Background: an optimization exercise with open tools, aiming at small area, a short achievable clock period and few clock cycles. Do not read the settings as production practice.
Function was checked by simulation only, so behaviour that the tests miss may differ from the original.
Power is estimated from default activity; no workload was simulated.

$ cat flow/constraint.sdc
create_clock -name core_clock -period 9.0 [get_ports {clk}]
set_input_delay 1.8000 -clock core_clock [delete_from_list [all_inputs] [get_ports {clk}]]
set_output_delay 1.8000 -clock core_clock [all_outputs]
set_load 0.01 [all_outputs]
$ cat flow/run.sh
#!/bin/bash
# synth_recipe.tcl (not shown) runs the flow's synth.tcl, then flattens the netlist and writes it again
# the make line also repeats each setting of config.mk as NAME=value (left out here)
make -C /OpenROAD-flow-scripts/flow DESIGN_CONFIG=/design/flow/config.mk WORK_HOME=/design/flow/orfs CLKGATE_MAP_FILE= SYNTH_SCRIPT=/design/flow/synth_recipe.tcl finish
$ cat flow/config.mk
export PLATFORM = sky130hd
export DESIGN_NAME = calculator
export DESIGN_NICKNAME = calculator
export VERILOG_FILES = /design/flow/design.v
export SDC_FILE = /design/flow/constraint.sdc
export NUM_CORES = 4
export LEC_CHECK = 0
export ABC_CLOCK_PERIOD_IN_PS = 4500
export CAP_MARGIN = 20
export CORE_MARGIN = 2
export CORE_UTILIZATION = 40
export SETUP_SLACK_MARGIN = 4.5
export SLEW_MARGIN = 20
$ cat flow/design.v
module LIFO
	#(parameter N=6,    
	  parameter DW=32   
	)
(
	input wire clk,
	input wire push,            
	input wire [N+2:0] dep,     
	input wire [DW-1:0] dat_i,
	output reg [DW-1:0] dat_o   
);
	reg [DW-1:0] mem [0:N-1];
	genvar i;
	generate
		for (i = 0; i < N; i = i + 1) begin : g_ent
			always @(posedge clk)
				if (push && dep[i+2]) mem[i] <= dat_i;
		end
	endgenerate
	integer j;
	always @(*) begin
		dat_o = {DW{1'b0}};
		for (j = 0; j < N; j = j + 1)
			dat_o = dat_o | ({DW{dep[j+3]}} & mem[j]);
	end
endmodule
module calculator
	(
	input wire clk,
	input wire rst,
	output reg rdy,
	input wire req_valid,
	input wire [2:0] req_instr,
	input wire [31:0] req_operand,
	output reg result_valid,
	output wire [31:0] result,
	output reg [7:0] error
);
	reg [31:0] T;       
	reg [31:0] S;       
	reg [31:0] R;       
	reg [8:0]  dep;     
	reg        bmul;    
	reg        bdiv;    
	reg [4:0]  cnt;     
	wire lt2  = dep[0] | dep[1];
	wire full = dep[8];
	wire i_push = (req_instr == 3'd0);
	wire i_add  = (req_instr == 3'd1);
	wire i_sub  = (req_instr == 3'd2);
	wire i_mul  = (req_instr == 3'd3);
	wire i_div  = (req_instr == 3'd4);
	wire i_bad  = req_instr[2] & (req_instr[1] | req_instr[0]);
	always @(*) begin
		if (req_valid && !i_push && lt2) error = 8'd1;
		else if (req_valid && i_push && full) error = 8'd2;
		else if (req_valid && i_bad) error = 8'd3;
		else error = 8'd0;
	end
	wire ok  = i_push ? !full : (!lt2 && !i_bad);
	wire acc = rdy & req_valid & ok;
	wire [31:0] pop_val;
	LIFO #(6, 32) i_stack (
		.clk(clk),
		.push(acc & i_push),
		.dep(dep),
		.dat_i(S),
		.dat_o(pop_val)
	);
	wire [31:0] sub_b = rdy ? T : R;
	wire [32:0] diff  = {1'b0, S} - {1'b0, sub_b};
	wire        borrow = diff[32];
	wire [31:0] pp0 = {32{bmul ? R[0] : 1'b1}} & S;
	wire [31:0] pp1 = {32{bmul & R[1]}} & {S[30:0], 1'b0};
	wire [31:0] pp2 = {32{bmul & R[2]}} & {S[29:0], 2'b0};
	wire [31:0] pp3 = {32{bmul & R[3]}} & {S[28:0], 3'b0};
	wire [31:0] s1 = T ^ pp0 ^ pp1;
	wire [31:0] c1 = {((T & pp0) | (T & pp1) | (pp0 & pp1)), 1'b0};
	wire [31:0] s2 = pp2 ^ pp3 ^ s1;
	wire [31:0] c2 = {((pp2 & pp3) | (pp2 & s1) | (pp3 & s1)), 1'b0};
	wire [31:0] s3 = c1 ^ s2 ^ c2;
	wire [31:0] c3 = {((c1 & s2) | (c1 & c2) | (s2 & c2)), 1'b0};
	wire [31:0] sum = s3 + c3;
	function [5:0] clz;
		input [31:0] x;
		integer k;
		begin
			clz = 6'd32;
			for (k = 0; k < 32; k = k + 1)
				if (x[k]) clz = 6'd31 - k;
		end
	endfunction
	wire [5:0] zs = clz(S);
	wire [5:0] zt = clz(T);
	wire [5:0] dz = zt - zs;
	wire       div_now = (T == 32'd0) | (zt < zs);   
	wire [31:0] t_al = T << dz[4:0];
	wire mul_last = (R[31:4] == 28'd0);
	wire div_last = (cnt == 5'd0);
	wire done = (bmul & mul_last) | (bdiv & div_last);
	always @(posedge clk) begin
		if (rst) begin
			rdy <= 1'b1;
			result_valid <= 1'b0;
			dep <= 9'd1;
			bmul <= 1'b0;
			bdiv <= 1'b0;
		end else begin
			if (acc) begin
				if (i_push) begin
					dep <= {dep[7:0], 1'b0};
					result_valid <= 1'b1;
				end else if (i_add | i_sub | (i_div & div_now)) begin
					dep <= {1'b0, dep[8:1]};
				end else begin
					rdy <= 1'b0;
					result_valid <= 1'b0;
					bmul <= i_mul;
					bdiv <= i_div;
				end
			end
			if (done) begin
				rdy <= 1'b1;
				result_valid <= 1'b1;
				bmul <= 1'b0;
				bdiv <= 1'b0;
				dep <= {1'b0, dep[8:1]};
			end
		end
	end
	always @(posedge clk) begin
		if (acc) begin
			if (i_push) begin
				T <= req_operand;
				S <= T;
			end else if (i_add) begin
				T <= sum;
				S <= pop_val;
			end else if (i_sub) begin
				T <= diff[31:0];
				S <= pop_val;
			end else if (i_mul) begin
				T <= 32'd0;
				S <= borrow ? T : S;
				R <= borrow ? S : T;
			end else begin
				T <= (T == 32'd0) ? 32'hFFFFFFFF : 32'd0;
				if (div_now) S <= pop_val;
				R <= t_al;
				cnt <= dz[4:0];
			end
		end else if (bmul) begin
			T <= sum;
			S <= mul_last ? pop_val : {S[27:0], 4'b0};
			R <= {4'b0, R[31:4]};
		end else if (bdiv) begin
			T <= {T[30:0], ~borrow};
			if (div_last) S <= pop_val;
			else if (!borrow) S <= diff[31:0];
			R <= {1'b0, R[31:1]};
			cnt <= cnt - 5'd1;
		end
	end
	assign result = T;
endmodule
==> flow_metrics.env, run 1 <==
export IMPL_setup_viol=0
export IMPL_synth_top_area_cell="edfxtp_1"
export IMPL_dp_cells=3124
export IMPL_grt_first_pass_wirelength_um=136000
export IMPL_internal_power_w=0.00324
export IMPL_fin_skew_ps=36.0
export IMPL_crit_reg2reg_launch="T[15]$_DFFE_PN_"
export IMPL_synth_xor_area_share=0.0224
export IMPL_viasPerCell=6.39
export IMPL_synth_top_family_by_area="compound AO/OA/AOI/OAI gates"
export IMPL_hpwl_um=59800
export IMPL_grt_pass1_vias=20900
export IMPL_root_buffer="clkbuf_16"
export IMPL_portBuffers=73
export IMPL_holdCritPathClass="reg -> reg"
export IMPL_initial_utilization=0.402
export IMPL_finalCritPeriodShare=0.584
export IMPL_yosysUniqueCellTypes=77
export IMPL_grt_start_max_net_pins=61
export IMPL_run_status="timing/DRC/antenna clean"
export IMPL_fin_crit_ps=5250
export IMPL_gp_congestion=0.991
export IMPL_max_freq_mhz=190
export IMPL_drt_total_wl_um=93500
export IMPL_syn_avg_cell_area_um2=9.48
export IMPL_worst_hold_path_endpoint="dep[2]$_SDFFE_PP0P_"
export IMPL_worst_pin_slew_ps=1310
export IMPL_synth_fa_ha_area_frac=0.116
export IMPL_cts_tree="built"
export IMPL_startpoint_type="register"
export IMPL_r2r_end="T[31]$_DFFE_PN_"
export IMPL_synth_seq_cells=306
export IMPL_leakage_nw=11.2
export IMPL_pwr_share_comb=0.366
export IMPL_path_cells="inv_1 -> fa_1 -> fa_1 -> inv_1 -> fa_1 -> ha_1 -> a21oi_1 -> a2bb2oi_2 -> o31ai_4 -> buf_6 -> a2111oi_4 -> o31ai_2 -> a21oi_2 -> xnor2_2 -> o211a_1 -> a31oi_1"
export IMPL_critPathCaptureType="register"
export IMPL_ant_nets=0
export IMPL_final_nets=2829
export IMPL_drtIter0Drc=2874
export IMPL_synth_warnings=3
export IMPL_dr_total_vias=21900
export IMPL_tns_ps=0
export IMPL_die_w_um=244
export IMPL_synth_top_area_frac=0.381
export IMPL_synthTopCellsByArea="edfxtp_1 (38%), fa_1 (7.7%), nand2_1 (5.4%)"
export IMPL_post_route_cells_drive_above_1_share=0.242
export IMPL_row_count=88
export IMPL_synth_mux_area_fraction=0.0721
export IMPL_clkTransAtPathRegs_ps=60
export IMPL_synthArstFlopShare=0
export IMPL_synthFlopType="edfxtp_1"
export IMPL_die_h_um=244
export IMPL_ff2ff_setup_slack_ps=3750
export IMPL_cts_sinks=306
export IMPL_insertion_delay_ps=570
export IMPL_synthCells=2434
export IMPL_power_density_mw_per_mm2=169
export IMPL_hold_ws_ps=569
export IMPL_sw_frac_of_total=0.350
export IMPL_numCtsBuffers=37
export IMPL_p_clk_frac=0.298
export IMPL_hold_violations=0
export IMPL_worstPathRequired_ps=9390
export IMPL_ios=80
export IMPL_max_slew_margin=0.124
export IMPL_hold_depth=2
export IMPL_drc=0
export IMPL_crit_slowest_cell="edfxtp_1"
export IMPL_synth_compound_area_frac=0.207
export IMPL_clockBufferDepth=3
export IMPL_switchingPower_w=0.00174
export IMPL_routedWlPerCell_um=27.3
export IMPL_path_max_fanout=9
export IMPL_core_area_mm2=0.0574
export IMPL_slew_viol_final=0
export IMPL_synth_area_mm2=0.0231
export IMPL_grt_setup_unrepaired="true"
export IMPL_area_growth_pct=27.8
export IMPL_ctsHoldBuffers=0
export IMPL_floorplan_die_area_mm2=0.0596
export IMPL_finalNonFillerCells=3422
export IMPL_cap_violations=0
export IMPL_critPathKind="reg -> reg"
export IMPL_critPathMaxStageDelay_ps=780
export IMPL_crit_path_frequent_cell="fa_1"
export IMPL_ys_seq_area_frac=0.393
export IMPL_synthSimpleGateAreaFrac=0.129
export IMPL_track_usage=0.304
export IMPL_crit_arrival_ps=5640
export IMPL_synth_edf_count=293
export IMPL_cts_htree_levels=2
export IMPL_ir_drop_v=0.000125
export IMPL_reg2reg_depth=16
export IMPL_seqPwrFrac=0.336
export IMPL_drt_pass1_iterations=8
export IMPL_grt_ovfl_total=0
export IMPL_antenna_found_initial=1
export IMPL_min_from="dep[2]$_SDFFE_PP0P_"
## cell usage after synthesis, types with 16 or more instances
cell,count
nand2_1,333
edfxtp_1,293
o21ai_0,175
clkbuf_1,160
nor2_1,159
a21oi_1,156
inv_1,148
mux2i_1,119
a22oi_1,90
fa_1,89
ha_1,72
nand3_1,44
xnor2_1,43
nor3_1,42
a211oi_1,34
a221oi_1,33
o211ai_1,31
o221ai_1,27
a21o_1,26
buf_1,25
nor4_1,21
a31oi_1,20
and3_1,16
nand2b_1,16
xor2_1,16
## per-layer routing
layer / track usage / vias up / part of all wire
li1: - / 9318 / -
met1: 0.416 / 10800 / 0.39
met2: 0.465 / 1434 / 0.44
met3: 0.0653 / 314 / 0.11
met4: 0.128 / 2 / 0.054
met5: 0 / - / 0.00013
## how the worst max path moves through the flow
stage,startpoint,end,slack [ps]
4_1_cts,bmul$_SDFFE_PP0P_,T[31]$_DFFE_PN_,3850
3_3_place_gp,bmul$_SDFFE_PP0P_,T[29]$_DFFE_PN_,2770
2_1_floorplan,req_instr[1],S[0]$_DFFE_PP_,4210
5_1_grt,bmul$_SDFFE_PP0P_,T[29]$_DFFE_PN_,3640
3_5_place_dp,bmul$_SDFFE_PP0P_,T[29]$_DFFE_PN_,2820
6_report,T[15]$_DFFE_PN_,T[31]$_DFFE_PN_,3750
## cells in the final DEF, fill, tap and decap left out, types with 22 or more instances in the layout
cell type and instances:
nand2_1 304, a22oi_1 90, xnor2_1 31, nor2_1 135, buf_6 39, inv_1 144, clkdlybuf4s50_1 67, a21oi_1 123
o211ai_1 31, edfxtp_1 293, clkbuf_16 37, nor3_1 28, a221oi_1 30, mux2i_1 103, a21o_1 26, o21ai_1 40
a21oi_2 28, nand3_1 40, ha_1 53, fa_1 86, buf_4 213, o221ai_1 22, o21ai_0 116
## what timing repair did
action                                  CTS  global route
pin swaps                               157           124
resized for setup                       268           164
endpoints found under the setup margin  371           141
setup buffers                           177            42
gates cloned                             12             0
## logic make-up (layout without fill, tap and decap cells)
logic type / count (synthesis) / after routing
AND/OR/NAND/NOR: 689 / 691
other: 1 / 7
adder cells (fa/ha/maj): 161 / 161
multiplexers: 146 / 146
AO/OA/AOI/OAI: 720 / 720
buffers and inverters: 352 / 567
flip-flops: 306 / 306
XOR/XNOR: 59 / 59
## power by group through the flow
stage                     clock (W)  combinational [W]  sequential, W
final                       0.00148            0.00182        0.00168
after global placement            0            0.00122        0.00174
after floorplan                   0           0.000918        0.00167
after global routing        0.00155            0.00193        0.00168
after CTS                   0.00149            0.00159        0.00167
after detailed placement          0            0.00123        0.00174
## flip-flops by register name, summed over array words and instances (netlist names)
register,count
bmul,1
R,32
dep,9
S,32
i_stack.mem,192
bdiv,1
rdy,1
result_valid,1
T,32
cnt,5
## final cells by class
type / count / area [µm²]
repair buffers: 354 / 3420
diodes: 1 / 2.50
well taps: 765 / 957
multi-input cells: 1783 / 14300
fillers: 4992 / 27900
clock inverters: 23 / 208
clock buffers: 42 / 945
inverters: 148 / 556
flip-flops and latches: 306 / 9060
## per-stage QoR
step	instance area, µm²	power, W	util	setup slack, ps
global route	29500	0.00515	0.514	3640
floorplan	23400	0.00259	-	4210
detailed placement	24600	0.00298	0.429	2820
finish	29500	0.00498	0.514	3750
CTS	28500	0.00476	0.496	3850
global placement	24600	0.00296	0.429	2770
## critical path, delay by kind of cell, from the launching register on
kind / cells / cell delay (ps)
compound gates: 8 / 1710
xor+xnor: 1 / 100
fa+ha+maj: 4 / 2020
buf+inv: 3 / 490
flops: 1 / 780
Testbench counts, summed over its fixed seeds: cycles 7,320.
==> run 2, diff against run 1 <==
--- a/flow/config.mk
+++ b/flow/config.mk
@@ -6,5 +6,4 @@
 export NUM_CORES = 4
 export LEC_CHECK = 0
-export ABC_CLOCK_PERIOD_IN_PS = 4500
 export CAP_MARGIN = 20
 export CORE_MARGIN = 2
==> run 2 against run 1 <==
  * Total power is the same
  * Largest cell class unchanged
  * Die area is the same
  * Count of clock-buffer cells in the layout is the same
  * Final cell count unchanged
  * Global-route usage unchanged
  * Critical path type unchanged
  * Core utilization did not move
  * Critical path depth did not move
  * Design area unchanged
==> flow_metrics.env, run 2 <==
export IMPL_run_status="timing/DRC/antenna clean"
export IMPL_synthTopCellsByArea="edfxtp_1 (38%), fa_1 (7.7%), nand2_1 (5.4%)"
export IMPL_hpwl_um=59800
export IMPL_hold_violations=0
export IMPL_root_buffer="clkbuf_16"
export IMPL_slew_viol_final=0
export IMPL_synth_top_area_frac=0.381
export IMPL_critPathCaptureType="register"
export IMPL_die_w_um=244
export IMPL_crit_reg2reg_launch="T[15]$_DFFE_PN_"
export IMPL_startpoint_type="register"
export IMPL_grt_setup_unrepaired="true"
export IMPL_multi_input_area_mm2=0.0143
export IMPL_ios=80
export IMPL_drt_pass1_iterations=8
export IMPL_fin_skew_ps=36.0
export IMPL_synth_top_area_cell="edfxtp_1"
export IMPL_seqCellArea_mm2=0.00906
export IMPL_dr_total_vias=21900
export IMPL_grt_start_max_net_pins=61
export IMPL_setup_viol=0
export IMPL_final_nets=2829
export IMPL_antenna_found_initial=1
export IMPL_synthTopCellsByCount="nand2_1 (333), edfxtp_1 (293), o21ai_0 (175)"
export IMPL_grt_first_pass_wirelength_um=136000
export IMPL_crit_arrival_ps=5640
export IMPL_synth_xor_area_share=0.0224
export IMPL_ir_drop_v=0.000125
export IMPL_largest_reg_flops=192
export IMPL_yosysUniqueCellTypes=77
export IMPL_grt_pass1_vias=20900
export IMPL_synthSimpleGateAreaFrac=0.129
export IMPL_synthArstFlopShare=0
export IMPL_synth_area_mm2=0.0231
export IMPL_ctsHoldBuffers=0
export IMPL_portBuffers=73
export IMPL_leakage_nw=11.2
export IMPL_synth_seq_cells=306
export IMPL_crit_path_frequent_cell="fa_1"
export IMPL_floorplan_die_area_mm2=0.0596
export IMPL_crit_path_start="T[15]$_DFFE_PN_"
export IMPL_numCtsBuffers=37
export IMPL_total_power_w=0.00498
export IMPL_initial_utilization=0.402
export IMPL_core_area_mm2=0.0574
export IMPL_min_from="dep[2]$_SDFFE_PP0P_"
export IMPL_fin_crit_ps=5250
export IMPL_synth_compound_area_frac=0.207
export IMPL_critPathKind="reg -> reg"
export IMPL_routedWlPerCell_um=27.3
export IMPL_synthCells=2434
export IMPL_path_cells="inv_1 -> fa_1 -> fa_1 -> inv_1 -> fa_1 -> ha_1 -> a21oi_1 -> a2bb2oi_2 -> o31ai_4 -> buf_6 -> a2111oi_4 -> o31ai_2 -> a21oi_2 -> xnor2_2 -> o211a_1 -> a31oi_1"
export IMPL_tns_ps=0
export IMPL_insertion_delay_ps=570
export IMPL_synth_mux_area_fraction=0.0721
export IMPL_grt_ovfl_total=0
export IMPL_synthFlopType="edfxtp_1"
export IMPL_post_route_cells_drive_above_1_share=0.242
export IMPL_die_h_um=244
export IMPL_finalNonFillerCells=3422
export IMPL_mostFrequentLayoutCells="nand2_1 (304), edfxtp_1 (293), buf_4 (213), inv_1 (144), nor2_1 (135)"
export IMPL_drt_total_wl_um=93500
export IMPL_drtIter0Drc=2874
export IMPL_drc=0
export IMPL_area_growth_pct=27.8
export IMPL_power_density_mw_per_mm2=169
export IMPL_clockBufferDepth=3
export IMPL_crit_slowest_cell="edfxtp_1"
export IMPL_final_common_cell="nand2_1"
export IMPL_ys_seq_area_frac=0.393
export IMPL_worstPathRequired_ps=9390
export IMPL_syn_avg_cell_area_um2=9.48
export IMPL_track_usage=0.304
export IMPL_critPathMaxStageDelay_ps=780
export IMPL_cts_tree="built"
export IMPL_viasPerCell=6.39
export IMPL_ant_nets=0
export IMPL_gp_congestion=0.991
export IMPL_synth_fa_ha_area_frac=0.116
export IMPL_ff2ff_setup_slack_ps=3750
export IMPL_clkTransAtPathRegs_ps=60
export IMPL_path_max_fanout=9
export IMPL_max_slew_margin=0.124
export IMPL_yosys_cell_count_top_type="nand2_1"
export IMPL_synth_top_family_by_area="compound AO/OA/AOI/OAI gates"
export IMPL_worst_pin_slew_ps=1310
export IMPL_synth_edf_count=293
export IMPL_cts_sinks=306
export IMPL_fill_cells=4992
export IMPL_max_freq_mhz=190
export IMPL_row_count=88
export IMPL_cts_htree_levels=2
export IMPL_largest_register="i_stack.mem"
export IMPL_dp_cells=3124
export IMPL_finalCritPeriodShare=0.584
export IMPL_synth_warnings=3
export IMPL_cap_violations=0
export IMPL_holdCritPathClass="reg -> reg"
run 2: final timing paths:
check | depth (start not counted) | endpoint
setup / recovery | 16 | T[31]$_DFFE_PN_
hold / removal | 2 | dep[2]$_SDFFE_PP0P_
setup reg to reg | 16 | T[31]$_DFFE_PN_
hold reg to reg | 2 | dep[2]$_SDFFE_PP0P_
run 2: power breakdown:
part           internal [W]  switching [W]
logic              0.000783        0.00104
clock network      0.000845       0.000638
registers           0.00161      0.0000630
total               0.00324        0.00174
run 2: area by class of cell:
| type | count | share of cell area |
|---|---|---|
| Inverter | 148 | 0.0188 |
| Timing Repair Buffer | 354 | 0.116 |
| Sequential cell | 306 | 0.307 |
| Tap cell | 765 | 0.0325 |
| Clock inverter | 23 | 0.00704 |
| Antenna cell | 1 | 0.0000849 |
| Clock buffer | 42 | 0.0320 |
| Multi-Input combinational cell | 1783 | 0.486 |
run 2: routing by layer:
layer | global-route usage | up-vias | routed length (µm)
met3 | 0.0653 | 314 | 10400
met4 | 0.128 | 2 | 5010
li1 | - | 9318 | -
met5 | 0 | - | 12
met2 | 0.465 | 1434 | 41200
met1 | 0.416 | 10800 | 36900
run 2: repair_timing:
item | CTS | global route
gates cloned | 12 | 0
pin swaps | 157 | 124
setup endpoints to repair | 371 | 141
resized for setup | 268 | 164
buffers inserted | 177 | 42
run 2: through the flow:
stage / utilization / worst slack, ps / hold WS [ps] / cell area [µm²]
5_1_grt: 0.514 / 3640 / 584 / 29500
4_1_cts: 0.496 / 3850 / 521 / 28500
3_5_place_dp: 0.429 / 2820 / 512 / 24600
2_1_floorplan: - / 4210 / 481 / 23400
6_report: 0.514 / 3750 / 569 / 29500
3_3_place_gp: 0.429 / 2770 / 509 / 24600
run 2: cells by family after synthesis:
| logic type | count (synthesis) |
|---|---|
| compound gates | 720 |
| xor+xnor | 59 |
| fa+ha+maj | 161 |
| buf+inv | 352 |
| flops | 306 |
| mux | 146 |
| other cells | 1 |
| simple gates | 689 |
run 2: worst max-delay path: cells and delay by family, from the launching register on:
| kind | cells | cell delay (ps) |
|---|---|---|
| flops | 1 | 780 |
| compound gates | 8 | 1710 |
| buf+inv | 3 | 490 |
| xor+xnor | 1 | 100 |
| fa+ha+maj | 4 | 2020 |
==> run 3, diff against run 2 <==
--- a/flow/config.mk
+++ b/flow/config.mk
@@ -9,4 +9,3 @@
 export CORE_MARGIN = 2
 export CORE_UTILIZATION = 40
-export SETUP_SLACK_MARGIN = 4.5
 export SLEW_MARGIN = 20
==> run 3 against run 2 <==
  * Count of clock-buffer cells in the layout is 1 lower
  * Critical endpoint unchanged
  * Setup slack got worse by 1100 ps
  * Clock power about the same
  * First-iteration DRC count decreased by 18%
  * Fmax shrank 17%
  * Global-route usage down 2.7 points
  * Synthesized area unchanged
==> flow_metrics.env, run 3 <==
export IMPL_run_status="timing/DRC/antenna clean"
export IMPL_gp_congestion=1.03
export IMPL_synth_top_area_frac=0.381
export IMPL_grt_pass1_vias=19400
export IMPL_root_buffer="clkbuf_16"
export IMPL_synthFlopType="edfxtp_1"
export IMPL_ios=80
export IMPL_largest_register="i_stack.mem"
export IMPL_yosysUniqueCellTypes=77
export IMPL_max_slew_margin=0.288
export IMPL_critPathKind="reg -> reg"
export IMPL_synth_top_area_cell="edfxtp_1"
export IMPL_portBuffers=73
export IMPL_path_cells="and2_1 -> buf_4 -> nand2_1 -> fa_1 -> fa_1 -> inv_1 -> fa_1 -> ha_1 -> o211ai_1 -> a21boi_0 -> o211ai_2 -> o31ai_2 -> a2111oi_4 -> o31ai_1 -> a21oi_2 -> xnor2_1 -> o211a_1 -> a31oi_1"
export IMPL_critPathMaxStageDelay_ps=650
export IMPL_post_cts_buffers=0
export IMPL_finalNonFillerCells=3190
export IMPL_wl_met3_um=7890
export IMPL_grt_first_pass_wirelength_um=125000
export IMPL_power_density_mw_per_mm2=173
export IMPL_detailroute_wirelength_met2_um=36500
export IMPL_synthArstFlopShare=0
export IMPL_core_area_mm2=0.0574
export IMPL_antenna_found_initial=1
export IMPL_syn_avg_cell_area_um2=9.48
export IMPL_viasPerCell=6.29
export IMPL_drtIter0Drc=2358
export IMPL_floorplan_die_area_mm2=0.0596
export IMPL_path_max_fanout=29
export IMPL_synthCells=2434
export IMPL_startpoint_type="register"
export IMPL_synth_warnings=3
export IMPL_worst_pin_slew_ps=1070
export IMPL_ant_nets=0
export IMPL_track_usage=0.277
export IMPL_area_growth_pct=11.2
export IMPL_finalCritPeriodShare=0.707
export IMPL_cts_resized=0
export IMPL_dp_cells=3125
export IMPL_clockBufferDepth=3
export IMPL_top_layer="met4"
export IMPL_max_freq_mhz=157
export IMPL_largest_reg_flops=192
export IMPL_cap_violations=0
export IMPL_crit_path_frequent_cell="fa_1"
export IMPL_insertion_delay_ps=560
export IMPL_cts_htree_levels=2
export IMPL_yosys_cell_count_top_type="nand2_1"
export IMPL_synth_area_mm2=0.0231
export IMPL_synth_seq_cells=306
export IMPL_fin_crit_ps=6360
export IMPL_initial_utilization=0.402
export IMPL_fill_cells=5447
export IMPL_crit_arrival_ps=6660
export IMPL_num_antenna_cells=0
export IMPL_die_w_um=244
export IMPL_grt_setup_unrepaired="false"
export IMPL_multi_input_area_mm2=0.0127
export IMPL_die_h_um=244
export IMPL_drc=0
export IMPL_synthTopCellsByArea="edfxtp_1 (38%), fa_1 (7.7%), nand2_1 (5.4%)"
export IMPL_clkTransAtPathRegs_ps=70
export IMPL_routedWlPerCell_um=26.2
export IMPL_row_count=88
export IMPL_synthTopCellsByCount="nand2_1 (333), edfxtp_1 (293), o21ai_0 (175)"
export IMPL_cts_tree="built"
export IMPL_drt_pass1_iterations=6
export IMPL_tns_ps=0
export IMPL_wl_met1_um=35400
export IMPL_ir_drop_v=0.000126
export IMPL_crit_slowest_cell="o31ai_2"
export IMPL_synth_edf_count=293
export IMPL_final_nets=2598
export IMPL_dr_total_vias=20100
export IMPL_critPathCaptureType="register"
export IMPL_leakage_nw=9.60
export IMPL_ys_seq_area_frac=0.393
export IMPL_cts_sinks=306
export IMPL_post_route_cells_drive_above_1_share=0.0713
export IMPL_worstPathRequired_ps=9300
export IMPL_hpwl_um=58900
export IMPL_drt_total_wl_um=83600
export IMPL_setup_viol=0
export IMPL_hold_violations=0
export IMPL_grt_ovfl_total=0
export IMPL_slew_viol_final=0
export IMPL_final_common_cell="nand2_1"
export IMPL_fin_skew_ps=21.6
export IMPL_grt_start_max_net_pins=100
export IMPL_mostFrequentLayoutCells="nand2_1 (333), edfxtp_1 (293), o21ai_0 (175), a21oi_1 (155), nor2_1 (154)"
export IMPL_ctsHoldBuffers=0
export IMPL_seqCellArea_mm2=0.00906
export IMPL_holdCritPathClass="reg -> reg"
export IMPL_numCtsBuffers=36
## run 3: cell counts after synthesis
Identical to the previous run, type by type.
## run 3: power breakdown
group | internal, W | switching (W) | total (W) | leakage [nW]
combinational | 0.000478 | 0.000770 | 0.00125 | 6.27
sequential | 0.00161 | 0.0000971 | 0.00171 | 2.76
clock | 0.000856 | 0.000619 | 0.00147 | 0.572
total | 0.00295 | 0.00149 | 0.00443 | 9.60
## run 3: layer usage
layer,track usage,up-vias
met4,0.116,0
met5,0,-
li1,-,8831
met3,0.0472,197
met2,0.417,1107
met1,0.393,9915
## run 3: critical path, delay by kind of cell (launching register included)
| family | cells | cell delay (ps) |
|---|---|---|
| xor+xnor | 1 | 240 |
| buf+inv | 2 | 370 |
| compound gates | 9 | 2650 |
| simple gates | 2 | 320 |
| fa+ha+maj | 4 | 1930 |
| flops | 1 | 590 |
## run 3: stage by stage
stage / worst slack (ps) / power (W) / util / area (µm²) / hold WS (ps)
after floorplan: 1450 / 0.00256 / - / 23100 / 481
after global placement: 2580 / 0.00294 / 0.426 / 24500 / 509
after detailed placement: 2650 / 0.00295 / 0.426 / 24500 / 511
after CTS: 2600 / 0.00442 / 0.447 / 25600 / 524
after global routing: 2370 / 0.00461 / 0.447 / 25600 / 564
final: 2640 / 0.00443 / 0.447 / 25600 / 535
## run 3: final cells by class
class,count,area share
Clock buffer,41,0.0359
Clock inverter,23,0.00932
Inverter,148,0.0217
Multi-Input combinational cell,1781,0.497
Sequential cell,306,0.353
Tap cell,765,0.0373
Timing Repair Buffer,126,0.0453
## run 3: worst paths after layout
kind,slack (ps),start,end,depth (start not counted)
worst max-delay path,2640,R[1]$_DFFE_PP_,T[31]$_DFFE_PN_,18
worst min-delay path,530,dep[2]$_SDFFE_PP0P_,dep[3]$_SDFFE_PP0P_,2
worst max register to register,2640,R[1]$_DFFE_PP_,T[31]$_DFFE_PN_,18
worst min register to register,530,dep[2]$_SDFFE_PP0P_,dep[3]$_SDFFE_PP0P_,2
## run 3: cell families (layout without fill, tap and decap cells)
kind of cell	after synthesis	count (layout)	synth area share
other cells	1	6	0.000163
mux	146	146	0.0721
flops	306	306	0.393
simple gates	689	689	0.129
buf+inv	352	338	0.0597
compound gates	720	720	0.207
xor+xnor	59	59	0.0224
fa+ha+maj	161	161	0.116

separate check: timing with driven ports:
No port has a modelled driver above. Below, the same layouts with a new extraction and two added sets of constraints. Step 1 assumes that a clkbuf_16 drives the clock port and a buf_2 every other input. Step 2 also shifts input and output timing later by t, the mid clock arrival at the registers, as if the neighbouring blocks saw the same clock. a / b / c = no drivers / after step 1 / after step 2; a / b = the first two.
run | shift t [ns] | slack for setup (ns) | clock arrival spread, ns
run 1 | 0.613 | 3.746 / 3.746 / 3.746 | 0.036 / 0.037
run 2 | 0.613 | 3.746 / 3.746 / 3.746 | 0.036 / 0.037
run 3 | 0.607 | 2.640 / 2.640 / 2.640 | 0.022 / 0.023
After both steps every run listed still meets setup and hold.
